Context: an optimization exercise on an open-source flow, tuned for small area, a short achievable clock period and few clock cycles per item. The choices shown serve that exercise and are no tape-out recipe. The RTL was checked by simulation tests, not by an equivalence proof against the original design. No activity file was given, so power comes from the tool's default toggle rates.

==> flow/design.v (outline; a module is shown in full before it is edited, if it fits) <==
// module SNN: 2253 lines
// module FA: 4 lines
module SNN(
	input clk,
	input rst_n,
	input in_valid,
	input [7:0] img,
	input [7:0] ker,
	input [7:0] weight,
	output reg out_valid,
	output reg [9:0] out_data
);
  // ...
==> flow/flow/run.sh <==
#!/bin/bash
set -euo pipefail
export BUFFER_PORTS_ARGS="-buffer_cell sky130_fd_sc_hd__buf_4"
bash standard.sh > standard_flow.log 2>&1
==> flow/standard.sh <==
#!/bin/bash
# synth_recipe.tcl (not shown) runs the flow's synth.tcl, then flattens the netlist and writes it again
# the make line also repeats each setting of config.mk as NAME=value (left out here)
make -C /OpenROAD-flow-scripts/flow DESIGN_CONFIG=/design/flow/config.mk WORK_HOME=/design/flow/orfs CLKGATE_MAP_FILE= SYNTH_SCRIPT=/design/flow/synth_recipe.tcl "${@:-finish}"
==> flow/config.mk <==
export PLATFORM = sky130hd
export DESIGN_NAME = SNN
export DESIGN_NICKNAME = SNN
export VERILOG_FILES = /design/flow/design.v
export SDC_FILE = /design/flow/constraint.sdc
export NUM_CORES = 4
export LEC_CHECK = 0
export CAP_MARGIN = 20
export CORE_MARGIN = 2
export CORE_UTILIZATION = 55
export SLEW_MARGIN = 20
export SYNTH_HIERARCHICAL = 1
==> flow/constraint.sdc <==
create_clock -name core_clock -period 15.0 [get_ports {clk}]
set_input_delay 3.0000 -clock core_clock [delete_from_list [all_inputs] [get_ports {clk}]]
set_output_delay 3.0000 -clock core_clock [all_outputs]
set_load 0.01 [all_outputs]
==> notes.md, run 1 <==
status complete, no violations; FF/Latch Area 0.0113 mm2; r2r endpoint ys_n[9]; NetSw 3.12 mW; Synth Warn # 7; Post-Synth XOR/XNOR Area 0.0103; largest power group combinational logic; final non-filler cell total between 3k and 4k; dpl ws 10570 ps; cts repair resizes 0; layout cells sized above 1 0.0575; reg-to-reg startpoint r3a[13]; Async SR Flop Fraction 0.0483; Post-Synthesis Cells 2901; most common cell after layout, fill and taps aside fa_1; Critical path buffers and inverters 2; clk_skew 27.2 ps; Worst path slowest cell o311ai_0; first-pass GRT wire length 130000 um; TritonCTS clock tree done; Crit path top cell by count fa_1; initial core utilization 0.554; initial drt markers 1308; ratio of final minimum period to clock period 0.293; LEAKAGE ~15 nW; Worst Hold Depth 0; CP delay by family, top adder cells; top-level I/O count 38; Commonest cells post-synth 808 x fa_1, 735 x nand2_1, 291 x dfxtp_1, 226 x inv_1, 181 x clkbuf_1; Multi-input gate area 0.0232 mm2; gr usage total 0.256; root buffer cell clkbuf_16; setup ws final 10610 ps; routability-driven placement congestion ratio 0.919; first-pass iteration count of the detailed router 5; Synth area leaders fa_1 45%, dfxtp_1 16%, edfxtp_1 14%; Slew HR 0.333
Testbench counts, summed over its fixed seeds: cycles 25,920, items 320.
==> run 2, diff against run 1 <==
==> flow/flow/run.sh (replaced) <==
#!/bin/bash
set -euo pipefail
export BUFFER_PORTS_ARGS="-buffer_cell sky130_fd_sc_hd__buf_4"
export SETUP_SLACK_MARGIN=11
bash standard.sh > standard_flow.log 2>&1
==> notes.md, run 2 <==
status complete, no violations; reg-to-reg startpoint k0[5]; root buffer cell clkbuf_16; die outline width 259 um; Avg Synthesized Cell Area 12.3 um2; setup tns final 0 ps; clk_skew 25.1 ps (-2.10 ps); setup ws final 10830 ps (+226 ps); dpl hpwl approximately 66000 um; count leader, synth fa_1; fin area 0.0405 mm2; CP delay by family, top adder cells; first-pass iteration count of the detailed router 5 (unchanged); quantity of hold-fixing buffers added after cts 0; TritonCTS clock tree done; crit path from k0[5]; initial antenna violation count 1; CP max FO 5; Max-Cap Viols 0; routability-driven placement congestion ratio 0.902 (-1.8%); Top Registers r2a (20), r3a (20); largest net degree at the start of global routing 33; Async SR Flop Fraction 0.0483 (unchanged); Synth Warn # 7 (unchanged); Synth area leaders fa_1 45%, dfxtp_1 16%, edfxtp_1 14%; RSZ-0062 raised after global routing yes; initial drt markers 1269 (-3.0%); Required @ worst endpoint 15540 ps; Commonest cells post-synth 808 x fa_1, 735 x nand2_1, 291 x dfxtp_1, 226 x inv_1, 181 x clkbuf_1; ratio of final minimum period to clock period 0.278 (-0.0151); cell area after synthesis 0.0357 mm2; CP startpoint kind flip-flop; Yosys top cell area share 0.453; Crit path top cell by count fa_2; total grt overflow 0; Worst VDD drop roughly 0.38 mV; DIE AREA 0.0669 mm2; Hold Violations, Final 0; Comb power frac 0.616; final setup violation count 0; CTS HTree Levels 2; critical setup path kind flip-flop to flip-flop; Synth-to-Final Area Change 13.4%; Switching Fraction 0.411; Core Box Area roughly 0.064 mm2; commonest non-fill, non-tap cells in the layout 703 x nand2_1, 636 x fa_1, 221 x inv_1; IO buf count 37; Data arrival, critical path about 4700 ps; crit-path cells buf_4, nand2_2, fa_1, fa_2, fa_1, fa_2, fa_2, fa_1, fa_2; Via-to-Cell Ratio 5.37; Period minus WS final 4170 ps; Worst R2R Setup Slack 10830 ps; maximum clock frequency 240 MHz; post-synth top area cell fa_1; Reg2Reg Depth 9; Std-Cell Rows 93; gr usage total 0.257 (+0.00164); post-layout util 0.629; Clock Latency Late Sink between 600 and 700 ps; Synth Register Bits 476; Slew HR 0.288 (-0.0445); most common cell after layout, fill and taps aside nand2_1; Top FF cell, synth dfxtp_1; CTS buffer count 52; Worst path slowest cell fa_2; Worst Hold Depth 0 (unchanged); Longest Clk Path Bufs 3; Final #Nets around 4.0k; worst slew pin tran 1070 ps; sequential power share 0.223; peak per-stage delay on the critical path 580 ps; LEAKAGE 15.6 nW (+4.1%); first-pass GRT wire length 131000 um (+1.0%); r2r endpoint r1b[8]; dpl ws 10620 ps (+51.2 ps); Vias 20.9k; dpl cell area 0.0367 mm2; Internal Dissipation 5.05 mW; count of different cell masters after synthesis 63; post-DR wirelength/cell 21.0 um; post-route ant nets 0; Seq/Total Area, Yosys 0.316; Post-Synthesis Cells 2901 (unchanged); Design Power between 8 and 9 mW; CP endpoint r1b[8]; # DRC 0; top-level I/O count 38 (unchanged); cell area power density 212 mW/mm2; Worst Hold Class flip-flop to flip-flop; Critical path buffers and inverters 1 (-1); Clk pin slew, worst setup/hold paths 60 ps; die height between 200 and 300 um; Pins Over Slew Limit 0; vias in the first global route 23.8k; diodes inserted 0; WL final 82100 um; layout cells sized above 1 0.195 (+0.138); number of synthesized flops with an enable pin roughly 160; clock power share 0.161; clock sinks 476; Crit. End Element flip-flop; NetSw 3.52 mW (+13%); Worst path depth 9; initial core utilization 0.554 (unchanged)
==> run 2: layout make-up <==
| class | count | area (um2) |
|---|---|---|
| tap | 855 | 1070 |
| multi-input combinational | 2100 | 24000 |
| timing repair buffer | 145 | 1260 |
| clock inverter | 26 | 319 |
| inverter | 226 | 851 |
| clock buffer | 72 | 1580 |
| fill | 4959 | 23900 |
| sequential | 476 | 11400 |
==> run 2: logic make-up after synthesis <==
kind of cell    share of synthesized area
simple gates                       0.0990
mux                               0.00817
fa+ha+maj                           0.497
flops                               0.316
other cells                      0.000210
compound gates                     0.0257
xor+xnor                           0.0103
buf+inv                            0.0434
==> run 2: layer usage <==
layer / track usage / share of wire
met5: 0 / 0
met4: 0.0668 / 0.021
met3: 0.0367 / 0.055
met2: 0.448 / 0.52
met1: 0.343 / 0.40
==> run 2: repair_timing <==
item	4_1_cts	5_1_grt
setup endpoints to repair	85	102
pin swaps	131	132
resized for setup	237	150
setup buffers	73	31
==> run 2: per-module statistics from Yosys, one instance, submodules excluded <==
module / copies in the design / cells / cell area (um2) / flip-flops and latches
FA: 780 / 1 / 20.0 / 0
SNN: 1 / 2121 / 20100 / 476
==> run 2: power groups by stage <==
stage	clock [mW]	sequential [mW]	combinational (mW)
after floorplan	0	1.80	3.30
after global placement	0	1.94	4.38
after detailed placement	0	1.94	4.55
after CTS	1.42	1.92	4.85
after global routing	1.47	1.94	6.06
final	1.38	1.92	5.28
==> run 2: worst min-delay path by stage <==
stage / end / from / slack [ps]
after floorplan: sr10[0] / sr9[0] / 310
after global placement: sr5[6] / sr4[6] / 310
after detailed placement: sr9[3] / sr8[3] / 310
after CTS: sr5[6] / sr4[6] / 320
after global routing: sr5[6] / sr4[6] / 320
final: sr5[6] / sr4[6] / 320
==> run 2: through the flow <==
step / std cells / hold WS, ps
after floorplan: 2988 / 310
after global placement: 3698 / 315
after detailed placement: 3698 / 313
after CTS: 3869 / 324
after global routing: 3900 / 324
final: 3900 / 325
==> run 3, diff against run 2 <==
==> flow/flow/run.sh (replaced) <==
#!/bin/bash
set -euo pipefail
export BUFFER_PORTS_ARGS="-buffer_cell sky130_fd_sc_hd__buf_4"
bash standard.sh > standard_flow.log 2>&1
--- a/flow/config.mk
+++ b/flow/config.mk
@@ -7,6 +7,6 @@
 export LEC_CHECK = 0
 export CAP_MARGIN = 20
 export CORE_MARGIN = 2
-export CORE_UTILIZATION = 55
+export CORE_UTILIZATION = 70
 export SLEW_MARGIN = 20
 export SYNTH_HIERARCHICAL = 1
==> notes.md, run 3 <==
status complete, no violations; first-pass GRT wire length 129000 um (-1.9%); Critical path buffers and inverters 1 (unchanged); CP startpoint kind flip-flop; Synth area leaders fa_1 45%, dfxtp_1 16%, edfxtp_1 14%; Reg2Reg Depth 12 (+3); crit-path cells fa_1, fa_1, fa_1, inv_1, ha_1, o21ai_0, o22ai_1, a211oi_1, o21ai_0, a21o_1, a21oi_1, fa_1; die outline width 230 um (-11%); dpl hpwl 64000 um (-2.3%); final setup violation count 0 (unchanged); Pins Over Slew Limit 0 (unchanged); crit path from r3a[13]; Data arrival, critical path 5090 ps (+390 ps); r2r endpoint ys_n[5]; setup tns final 0 ps (unchanged); Commonest cells post-synth 808 x fa_1, 735 x nand2_1, 291 x dfxtp_1, 226 x inv_1, 181 x clkbuf_1; Switching Fraction 0.415 (+0.00448); top-level I/O count 38 (unchanged); clock power share 0.169 (+0.008); Worst path slowest cell a211oi_1; count leader, synth fa_1; cts repair resizes 0 (-100%); initial core utilization 0.710 (+0.155); Clk pin slew, worst setup/hold paths 70 ps (about the same); gr usage total 0.323 (+0.0651); routability-driven placement congestion ratio 0.975 (+8.0%); peak per-stage delay on the critical path 580 ps (about the same); DIE AREA 0.0528 mm2 (-21%); initial antenna violation count 1 (unchanged); initial drt markers 1547 (+22%); cell area after synthesis 0.0357 mm2 (unchanged); Synth Warn # 7 (unchanged); Seq/Total Area, Yosys 0.316 (unchanged); Min-Delay Startpoint sr8[3]; setup bufs post-CTS 0 (-100%); NetSw 3.16 mW (-10%); Via-to-Cell Ratio 5.80 (+8.1%); Worst Hold Depth 0 (unchanged); quantity of hold-fixing buffers added after cts 0 (unchanged); Final #Nets 3854 (-2.7%); sequential power share 0.249 (+0.026); Comb power frac 0.582 (-0.034); Std-Cell Rows 82 (-12%); TritonCTS clock tree done; worst slew pin tran 1070 ps (-1.03 ps); CP max FO 4 (-1); Crit path top cell by count fa_1; Hold Violations, Final 0 (unchanged); most common cell after layout, fill and taps aside fa_1; post-synth top area cell fa_1; vias in the first global route 24.0k (+0.85%); maximum clock frequency 217 MHz (-9.6%); Core Box Area 0.0503 mm2 (-22%); root buffer cell clkbuf_16; Internal Dissipation 4.45 mW (-12%); post-route ant nets 0 (unchanged); number of synthesized flops with an enable pin 162 (unchanged); first-pass iteration count of the detailed router 6 (+1); count of different cell masters after synthesis 63 (unchanged); ratio of final minimum period to clock period 0.307 (+0.0294); Avg Synthesized Cell Area 12.3 um2 (unchanged); largest net degree at the start of global routing 33 (unchanged); Synth-to-Final Area Change 6.95%; Yosys top cell area share 0.453 (unchanged); Vias 20.9k (-0.067%); IO buf count 37 (unchanged); Period minus WS final 4610 ps (+441 ps); Required @ worst endpoint 15490 ps (-50 ps); Slew HR 0.279 (-0.00952); CTS buffer count 51 (-1.9%); post-DR wirelength/cell 21.9 um (+4.2%); total grt overflow 0 (unchanged); Clock Latency Late Sink 610 ps (about the same); clk_skew 29.9 ps (+4.82 ps); reg-to-reg startpoint r3a[13]; Top Registers r2a (20), r3a (20); critical setup path kind flip-flop to flip-flop; Max-Cap Viols 0 (unchanged); Worst VDD drop 0.195 mV (-48%); Worst Hold Endpoint sr9[3]; Async SR Flop Fraction 0.0483 (unchanged); commonest non-fill, non-tap cells in the layout 808 x fa_1, 735 x nand2_1, 291 x dfxtp_1; Worst Hold Class flip-flop to flip-flop; Synth Register Bits 476 (unchanged); CP delay by family, top adder cells; LEAKAGE 15.0 nW (-4.2%); Design Power 7.61 mW (-11%); Crit. End Element flip-flop; layout cells sized above 1 0.0600 (-0.135); diodes inserted 0 (unchanged); Worst R2R Setup Slack 10390 ps (-440 ps); clock sinks 476 (unchanged); Top FF cell, synth dfxtp_1; CTS HTree Levels 2 (unchanged); WL final 79100 um (-3.6%); # DRC 0 (unchanged); Longest Clk Path Bufs 3 (unchanged); cell area power density 200 mW/mm2 (-5.9%); Post-Synthesis Cells 2901 (unchanged); die height 230 um (-11%); RSZ-0062 raised after global routing no
-- run 3: cells by family (layout without fill, tap and decap cells) --
kind of cell | after synthesis | in the layout | synth area share
simple gates | 870 | 870 | 0.0990
other cells | 2 | 89 | 0.000210
fa+ha+maj | 933 | 933 | 0.497
xor+xnor | 42 | 42 | 0.0103
mux | 26 | 26 | 0.00817
buf+inv | 412 | 359 | 0.0434
compound gates | 140 | 140 | 0.0257
flops | 476 | 476 | 0.316
-- run 3: final cells by class --
class / instances / area [um2]
clock buffers: 64 / 1430
clock inverters: 30 / 278
fillers: 3198 / 12100
inverters: 226 / 848
multi-input cells: 2100 / 23200
flip-flops and latches: 476 / 11300
well taps: 672 / 841
repair buffers: 39 / 293
-- run 3: stage by stage --
step                 util  hold WS (ps)  area (um2)  worst slack (ps)  std cells
CTS                 0.759           321       38200             10390       3607
detailed placement  0.725           312       36400             10450       3513
finish              0.759           312       38200             10390       3607
global placement    0.725           311       36400             10610       3513
global route        0.759           331       38200             10010       3607
floorplan               -           310       36000             10870       2988
-- run 3: how the worst max path moves through the flow --
stage | to | slack [ps] | cells past startpoint
after floorplan | r2b[6] | 10870 | 9
after CTS | ys_n[5] | 10390 | 12
after global routing | ys_n[5] | 10010 | 12
after detailed placement | ys_n[5] | 10450 | 12
after global placement | ys_n[7] | 10610 | 12
final | ys_n[5] | 10390 | 12
-- run 3: metal layers --
layer  vias to the layer above  wire length (um)  track usage
met3                       206              5360       0.0579
met5                         -                 0            0
met1                     11037             29700        0.418
li1                       8819                 -            -
met4                         0              3390        0.132
met2                       858             40700        0.547
-- run 3: Yosys stat by module (local to each module, per instance) --
module  copies in the design  cell area, um2  cells inside
SNN                        1           20100          2121
FA                       780            20.0             1
-- run 3: power by group through the flow --
stage / clock network [mW] / logic, mW / registers [mW]
after floorplan: 0 / 3.30 / 1.80
after global placement: 0 / 4.22 / 1.92
after detailed placement: 0 / 4.46 / 1.92
after CTS: 1.31 / 4.51 / 1.89
after global routing: 1.36 / 5.16 / 1.92
final: 1.29 / 4.43 / 1.90
==> run 4, diff against run 3 <==
==> flow/flow/run.sh (replaced) <==
#!/bin/bash
set -euo pipefail
export BUFFER_PORTS_ARGS="-buffer_cell sky130_fd_sc_hd__buf_4"
export SETUP_SLACK_MARGIN=10.6
bash standard.sh > standard_flow.log 2>&1
--- a/flow/config.mk
+++ b/flow/config.mk
@@ -7,6 +7,6 @@
 export LEC_CHECK = 0
 export CAP_MARGIN = 20
 export CORE_MARGIN = 2
-export CORE_UTILIZATION = 70
+export CORE_UTILIZATION = 55
 export SLEW_MARGIN = 20
 export SYNTH_HIERARCHICAL = 1
==> notes.md, run 4 <==
dpl cell area 0.0367 mm2 (+0.64%); routability-driven placement congestion ratio 0.919 (-5.7%); Vias 20.5k (-2.0%); diodes inserted 0 (unchanged); fin area 0.0387 mm2 (+1.5%); Compound-Gate Fraction of Synth Area 0.0257 (unchanged); Design Power 7.64 mW (+0.41%); WL final 80700 um (+1.9%); Worst Hold Class flip-flop to flip-flop; first-pass GRT wire length 130000 um (+0.94%); post-synthesis mux area share 0.00817 (unchanged); commonest non-fill, non-tap cells in the layout 807 x fa_1, 734 x nand2_1, 263 x dfxtp_1; Period minus WS final 4310 ps (-295 ps); Switching Fraction 0.409 (-0.00616); critical setup path kind flip-flop to flip-flop; maximum clock frequency 232 MHz (+6.9%); setup tns final 0 ps (unchanged); Seq/Total Area, Yosys 0.316 (unchanged); LEAKAGE 15.1 nW (+1.1%); # DRC 0 (unchanged); cell area power density 197 mW/mm2 (-1.1%); Avg Synthesized Cell Area 12.3 um2 (unchanged); Post-Synth XOR/XNOR Area 0.0103 (unchanged); IO buf count 37 (unchanged); CP delay by family, top adder cells; die outline width 259 um (+13%); die height 259 um (+13%); Slew HR 0.340 (+0.0613); Synth-to-Final Area Change 8.54%; initial core utilization 0.554 (-0.155); dpl hpwl 66400 um (+3.7%); Worst path slowest cell dfxtp_1; Comb power frac 0.578 (-0.004); Synth Area in Simple Gates 0.0990 (unchanged); initial drt markers 1269 (-18%); Std-Cell Rows 93 (+13%); Commonest cells post-synth 808 x fa_1, 735 x nand2_1, 291 x dfxtp_1, 226 x inv_1, 181 x clkbuf_1; clock sinks 476 (unchanged); post-DR wirelength/cell 21.1 um (-3.7%); worst slew pin tran 990 ps (-76.6 ps); Core Box Area 0.0643 mm2 (+28%); Yosys top cell area share 0.453 (unchanged); clk_skew 27.2 ps (-2.76 ps); Data arrival, critical path 4800 ps (-290 ps); initial antenna violation count 1 (unchanged); vias in the first global route 23.7k (-1.3%); Final #Nets 3880 (+0.67%); gr usage total 0.256 (-0.0667); CTS HTree Levels 2 (unchanged); Worst VDD drop 0.200 mV (+2.6%); ratio of final minimum period to clock period 0.287 (-0.0197); CP max FO 9 (+5); post-synth top area cell fa_1; top-level I/O count 38 (unchanged); post-route ant nets 0 (unchanged); status complete, no violations; RSZ-0062 raised after global routing yes; Via-to-Cell Ratio 5.37 (-7.5%); cell area after synthesis 0.0357 mm2 (unchanged); CP startpoint kind flip-flop; Pins Over Slew Limit 0 (unchanged); clock power share 0.174 (+0.005); Top Registers r2a (20), r3a (20); count leader, synth fa_1; CTS buffer count 52 (+2.0%); layout cells sized above 1 0.0762 (+0.0163); FF/Latch Area 0.0113 mm2 (+0.31%); DIE AREA 0.0669 mm2 (+27%); Hold Violations, Final 0 (unchanged); Max-Cap Viols 0 (unchanged); largest net degree at the start of global routing 33 (unchanged); Async SR Flop Fraction 0.0483 (unchanged); Clock Latency Late Sink 620 ps (about the same); Multi-input gate area 0.0232 mm2 (about the same); Internal Dissipation 4.51 mW (+1.5%); crit-path cells nand2_1, fa_1, fa_1, fa_1, fa_1, fa_1, fa_1, fa_1; Crit path top cell by count fa_1; adder-cell share of the synthesized area 0.497 (unchanged); Synth Register Bits 476 (unchanged); peak per-stage delay on the critical path 630 ps (+50 ps); total grt overflow 0 (unchanged); Post-Synthesis Cells 2901 (unchanged); root buffer cell clkbuf_16; Required @ worst endpoint 15490 ps (about the same); Crit. End Element flip-flop; Critical path buffers and inverters 0 (-1); Filler cells 5253 (+64%); TritonCTS clock tree done; Synth area leaders fa_1 45%, dfxtp_1 16%, edfxtp_1 14%; Clk pin slew, worst setup/hold paths 60 ps (about the same); number of synthesized flops with an enable pin 162 (unchanged); sequential power share 0.248 (about the same); Top FF cell, synth dfxtp_1; first-pass iteration count of the detailed router 5 (-1); final setup violation count 0 (unchanged); Synth Warn # 7 (unchanged); count of different cell masters after synthesis 63 (unchanged); NetSw 3.13 mW (-1.1%); most common cell after layout, fill and taps aside fa_1; Longest Clk Path Bufs 3 (unchanged); largest family of logic cells by synthesized area adder cells
==> run 4: cell counts after synthesis <==
Identical to the previous run, type by type.
==> run 4: through the flow <==
stage	instances	setup slack, ps	util	hold WS [ps]
5_1_grt	3819	10520	0.602	316
3_3_place_gp	3697	10600	0.570	312
3_5_place_dp	3697	10570	0.570	312
6_report	3819	10690	0.602	312
4_1_cts	3795	10620	0.598	303
2_1_floorplan	2988	10870	-	310
==> run 4: metal layers <==
| layer | part of all wire | track usage | up-vias | routed length, um |
|---|---|---|---|---|
| met5 | 0 | 0 | - | 0 |
| met3 | 0.056 | 0.0483 | 140 | 4530 |
| li1 | - | - | 8897 | - |
| met1 | 0.39 | 0.322 | 10893 | 31500 |
| met4 | 0.033 | 0.0849 | 0 | 2650 |
| met2 | 0.52 | 0.447 | 567 | 42000 |
==> run 4: area by class of cell <==
class                           instances  share of cell area
Inverter                              226              0.0219
Clock inverter                         34             0.00963
Sequential cell                       476               0.292
Tap cell                              855              0.0276
Clock buffer                           64              0.0367
Multi-Input combinational cell       2100               0.599
Timing Repair Buffer                   64              0.0131
==> run 4: final timing paths <==
check,depth (start not counted),startpoint,slack (ps),end
max in group asynchronous,1,rst_n,12370,s[4]
hold reg to reg,0,sr4[1],310,sr5[1]
setup / recovery,8,sr0[1],10690,r3b[9]
setup reg to reg,8,sr0[1],10690,r3b[9]
hold / removal,0,sr4[1],310,sr5[1]
min in group asynchronous,1,rst_n,2300,out_data[8]
==> run 4: cells by family after synthesis <==
| kind of cell | count (synthesis) |
|---|---|
| adder cells (fa/ha/maj) | 933 |
| AND/OR/NAND/NOR | 870 |
| AO/OA/AOI/OAI | 140 |
| XOR/XNOR | 42 |
| flip-flops | 476 |
| buffers and inverters | 412 |
| multiplexers | 26 |
| other | 2 |
==> run 4: what timing repair did <==
item / CTS / global route
pin swaps: 0 / 2
resized for setup: 2 / 34
endpoints found under the hold margin: 0 / 0
gates cloned: 0 / 0
setup endpoints to repair: 4 / 31
hold buffers: 0 / 0
setup buffers: 0 / 24
==> run 4: modules after synthesis, one instance, submodules excluded <==
module  times used  cells  area, um2  flops+latches
FA             780      1       20.0              0
SNN              1   2121      20100            476
==> run 4: power by group through the flow <==
stage,sequential [mW],combinational (mW),clock [mW]
floorplan,1.80,3.30,0
global placement,1.93,4.31,0
detailed placement,1.93,4.48,0
CTS,1.90,4.53,1.36
global route,1.92,5.21,1.41
finish,1.90,4.41,1.33
==> run 5, diff against run 4 <==
==> flow/run.sh (new file) <==
#!/bin/bash
# synth_recipe.tcl (not shown) runs the flow's synth.tcl, then flattens the netlist and writes it again
# the make line also repeats each setting of config.mk as NAME=value (left out here)
make -C /OpenROAD-flow-scripts/flow DESIGN_CONFIG=/design/flow/config.mk WORK_HOME=/design/flow/orfs CLKGATE_MAP_FILE= SYNTH_SCRIPT=/design/flow/synth_recipe.tcl finish
removed: flow/flow/run.sh
removed: flow/standard.sh
==> notes.md, run 5 <==
status complete, no violations; top-level I/O count 38 (unchanged); post-route ant nets 0 (unchanged); largest net degree at the start of global routing 33 (unchanged); cts repair resizes 0 (-2); Clock Latency Late Sink 610 ps (about the same); Worst VDD drop 0.253 mV (+26%); gr usage total 0.258 (+0.00228); RSZ-0062 raised after global routing no; FF/Latch Area 0.0113 mm2 (-0.31%); peak per-stage delay on the critical path 550 ps (-80 ps); Final #Nets 3858 (-0.57%); Avg Synthesized Cell Area 12.3 um2 (unchanged); Top FF cell, synth dfxtp_1; DIE AREA 0.0669 mm2 (unchanged); Switching Fraction 0.413 (+0.00416); Yosys top cell area share 0.453 (unchanged); Commonest cells post-synth 808 x fa_1, 735 x nand2_1, 291 x dfxtp_1, 226 x inv_1, 181 x clkbuf_1; worst slew pin tran 1020 ps (+31.5 ps); Seq/Total Area, Yosys 0.316 (unchanged); Slew HR 0.319 (-0.0210); Crit. End Element flip-flop; Hold WS 305 ps (-6.92 ps); Post-Synthesis Cells 2901 (unchanged); Via-to-Cell Ratio 5.39 (+0.52%); Crit path top cell by count fa_1; Pins Over Slew Limit 0 (unchanged); Top Registers r2a (20), r3a (20); number of synthesized flops with an enable pin 162 (unchanged); ratio of final minimum period to clock period 0.300 (+0.0130); IO buf count 37 (unchanged); Filler cells 5168 (-1.6%); final setup violation count 0 (unchanged); Synth Warn # 7 (unchanged); total grt overflow 0 (unchanged); root buffer cell clkbuf_16; Synth-to-Final Area Change 8.25%; Synth Register Bits 476 (unchanged); Synth area leaders fa_1 45%, dfxtp_1 16%, edfxtp_1 14%; Hold Violations, Final 0 (unchanged); Worst path slowest cell dfxtp_1; clk_skew 34.4 ps (+7.25 ps); setup bufs post-CTS 0 (unchanged); dpl hpwl 67000 um (+0.89%); TritonCTS clock tree done; Period minus WS final 4510 ps (+195 ps); CP max FO 4 (-5); first-pass GRT wire length 131000 um (+0.71%); Std-Cell Rows 93 (unchanged); CP startpoint kind flip-flop; initial drt markers 1248 (-1.7%); Worst Hold Class flip-flop to flip-flop; quantity of hold-fixing buffers added after cts 0 (unchanged); clock sinks 476 (unchanged); Vias 20.5k (-0.034%); Async SR Flop Fraction 0.0483 (unchanged); vias in the first global route 23.5k (-0.66%); Max-Cap Viols 0 (unchanged); CTS buffer count 53 (+1.9%); count of different cell masters after synthesis 63 (unchanged); maximum clock frequency 222 MHz (-4.3%); cell area power density 199 mW/mm2 (+0.91%); Comb power frac 0.577 (about the same); crit-path cells fa_1, fa_1, fa_1, inv_1, ha_1, o21ai_0, o22ai_1, a211oi_1, o21ai_0, a21o_1, a21oi_1, fa_1; count leader, synth fa_1; Internal Dissipation 4.51 mW (about the same); setup tns final 0 ps (unchanged); post-DR wirelength/cell 21.4 um (+1.4%); Data arrival, critical path 5000 ps (+200 ps); sequential power share 0.247 (about the same); die height 259 um (unchanged); # placed instances 3698 (+0.027%); die outline width 259 um (unchanged); NetSw 3.18 mW (+1.7%); initial core utilization 0.554 (unchanged); Clk pin slew, worst setup/hold paths 70 ps (about the same); diodes inserted 0 (unchanged); WL final 81300 um (+0.80%); # DRC 0 (unchanged); clock power share 0.176 (+0.002); Longest Clk Path Bufs 3 (unchanged); Multi-input gate area 0.0232 mm2 (about the same); final non-filler cell total 3798 (-0.55%); Design Power 7.69 mW (+0.64%); first-pass iteration count of the detailed router 7 (+2); CTS HTree Levels 2 (unchanged); post-synth top area cell fa_1; Required @ worst endpoint 15490 ps (about the same); initial antenna violation count 1 (unchanged); routability-driven placement congestion ratio 0.905 (-1.5%); commonest non-fill, non-tap cells in the layout 808 x fa_1, 735 x nand2_1, 291 x dfxtp_1; LEAKAGE 15.0 nW (-1.0%); layout cells sized above 1 0.0489 (-0.0273); Core Box Area 0.0643 mm2 (unchanged); cell area after synthesis 0.0357 mm2 (unchanged); most common cell after layout, fill and taps aside fa_1; critical setup path kind flip-flop to flip-flop
## run 5: cell counts after synthesis
No cell type changed its count.
## run 5: cells by family (layout without fill, tap and decap cells)
kind of cell,Yosys count,count (layout),share of synthesized area
adder cells (fa/ha/maj),933,933,0.497
flip-flops,476,476,0.316
buffers and inverters,412,367,0.0434
other,2,89,0.000210
AND/OR/NAND/NOR,870,870,0.0990
AO/OA/AOI/OAI,140,140,0.0257
multiplexers,26,26,0.00817
XOR/XNOR,42,42,0.0103
## run 5: critical path, delay by kind of cell, from the launching register on
kind                     cells  cell delay, ps
buffers and inverters        1              40
AO/OA/AOI/OAI                6            1550
flip-flops                   1             550
adder cells (fa/ha/maj)      5            2220
## run 5: metal layers
layer / vias to the layer above / wire [um] / track usage
li1: 8839 / - / -
met1: 10953 / 32500 / 0.336
met2: 559 / 42400 / 0.452
met3: 139 / 3830 / 0.0336
met4: 0 / 2540 / 0.0814
met5: - / 0 / 0
## run 5: metrics by stage
| step | util | instance area (um2) | worst slack, ps |
|---|---|---|---|
| floorplan | - | 36000 | 10870 |
| global placement | 0.571 | 36800 | 10580 |
| detailed placement | 0.572 | 36800 | 10540 |
| CTS | 0.600 | 38600 | 10450 |
| global route | 0.600 | 38600 | 10250 |
| finish | 0.600 | 38600 | 10490 |
## run 5: final timing paths
| path | from | endpoint | slack, ps | depth (start not counted) |
|---|---|---|---|---|
| min | sr9[3] | sr10[3] | 300 | 0 |
| min in group asynchronous | rst_n | out_data[9] | 2770 | 2 |
| max | r3a[13] | ys_n[5] | 10490 | 12 |
| min reg2reg | sr9[3] | sr10[3] | 300 | 0 |
| max reg2reg | r3a[13] | ys_n[5] | 10490 | 12 |
| max in group asynchronous | rst_n | s[0] | 11900 | 2 |
## run 5: cell type report
cell class | instances | share of cell area
flip-flops and latches | 476 | 0.292
repair buffers | 41 | 0.0104
well taps | 855 | 0.0277
clock buffers | 66 | 0.0380
multi-input cells | 2100 | 0.600
inverters | 226 | 0.0220
clock inverters | 34 | 0.00978
## run 5: power groups by stage
| stage | Combinational [mW] | Clock (mW) | Sequential (mW) |
|---|---|---|---|
| after floorplan | 3.30 | 0 | 1.80 |
| after global routing | 5.21 | 1.44 | 1.92 |
| after global placement | 4.37 | 0 | 1.93 |
| after detailed placement | 4.53 | 0 | 1.93 |
| final | 4.44 | 1.36 | 1.90 |
| after CTS | 4.54 | 1.39 | 1.91 |
## run 5: Yosys stat by module, one instance, submodules excluded
module  cell area [um2]  flip-flops and latches  times used
SNN               20100                     476           1
FA                 20.0                       0         780

re-timing with driven ports:
No port has a modelled driver above. Below, the same layouts with a new extraction and two added sets of constraints. Step 1 (the two cells are an assumption about what drives the block):
set clk [get_ports {clk}]
set_driving_cell -lib_cell sky130_fd_sc_hd__clkbuf_16 $clk
set_driving_cell -lib_cell sky130_fd_sc_hd__buf_2 [delete_from_list [all_inputs] $clk]
Step 2 moves the port delays by t, midway between the first and last clock arrival at a register: inputs arrive t later, outputs are due t later. That takes back most of the time a late clock gives input paths. Slacks: no drivers / after step 1 / after step 2; pairs: no drivers / after step 1.
run | t, ns | setup slack, ns | slew at the worst register clock pin (ns)
run 1 | 0.669 | 10.609 / 10.609 / 10.609 | 0.06 / 0.06
run 2 | 0.669 | 10.835 / 10.835 / 10.835 | 0.07 / 0.07
run 3 | 0.661 | 10.394 / 10.394 / 10.394 | 0.07 / 0.07
run 4 | 0.669 | 10.689 / 10.689 / 10.689 | 0.06 / 0.06
run 5 | 0.659 | 10.495 / 10.440 / 10.495 | 0.07 / 0.07
After both steps setup and hold are still met in every run listed.
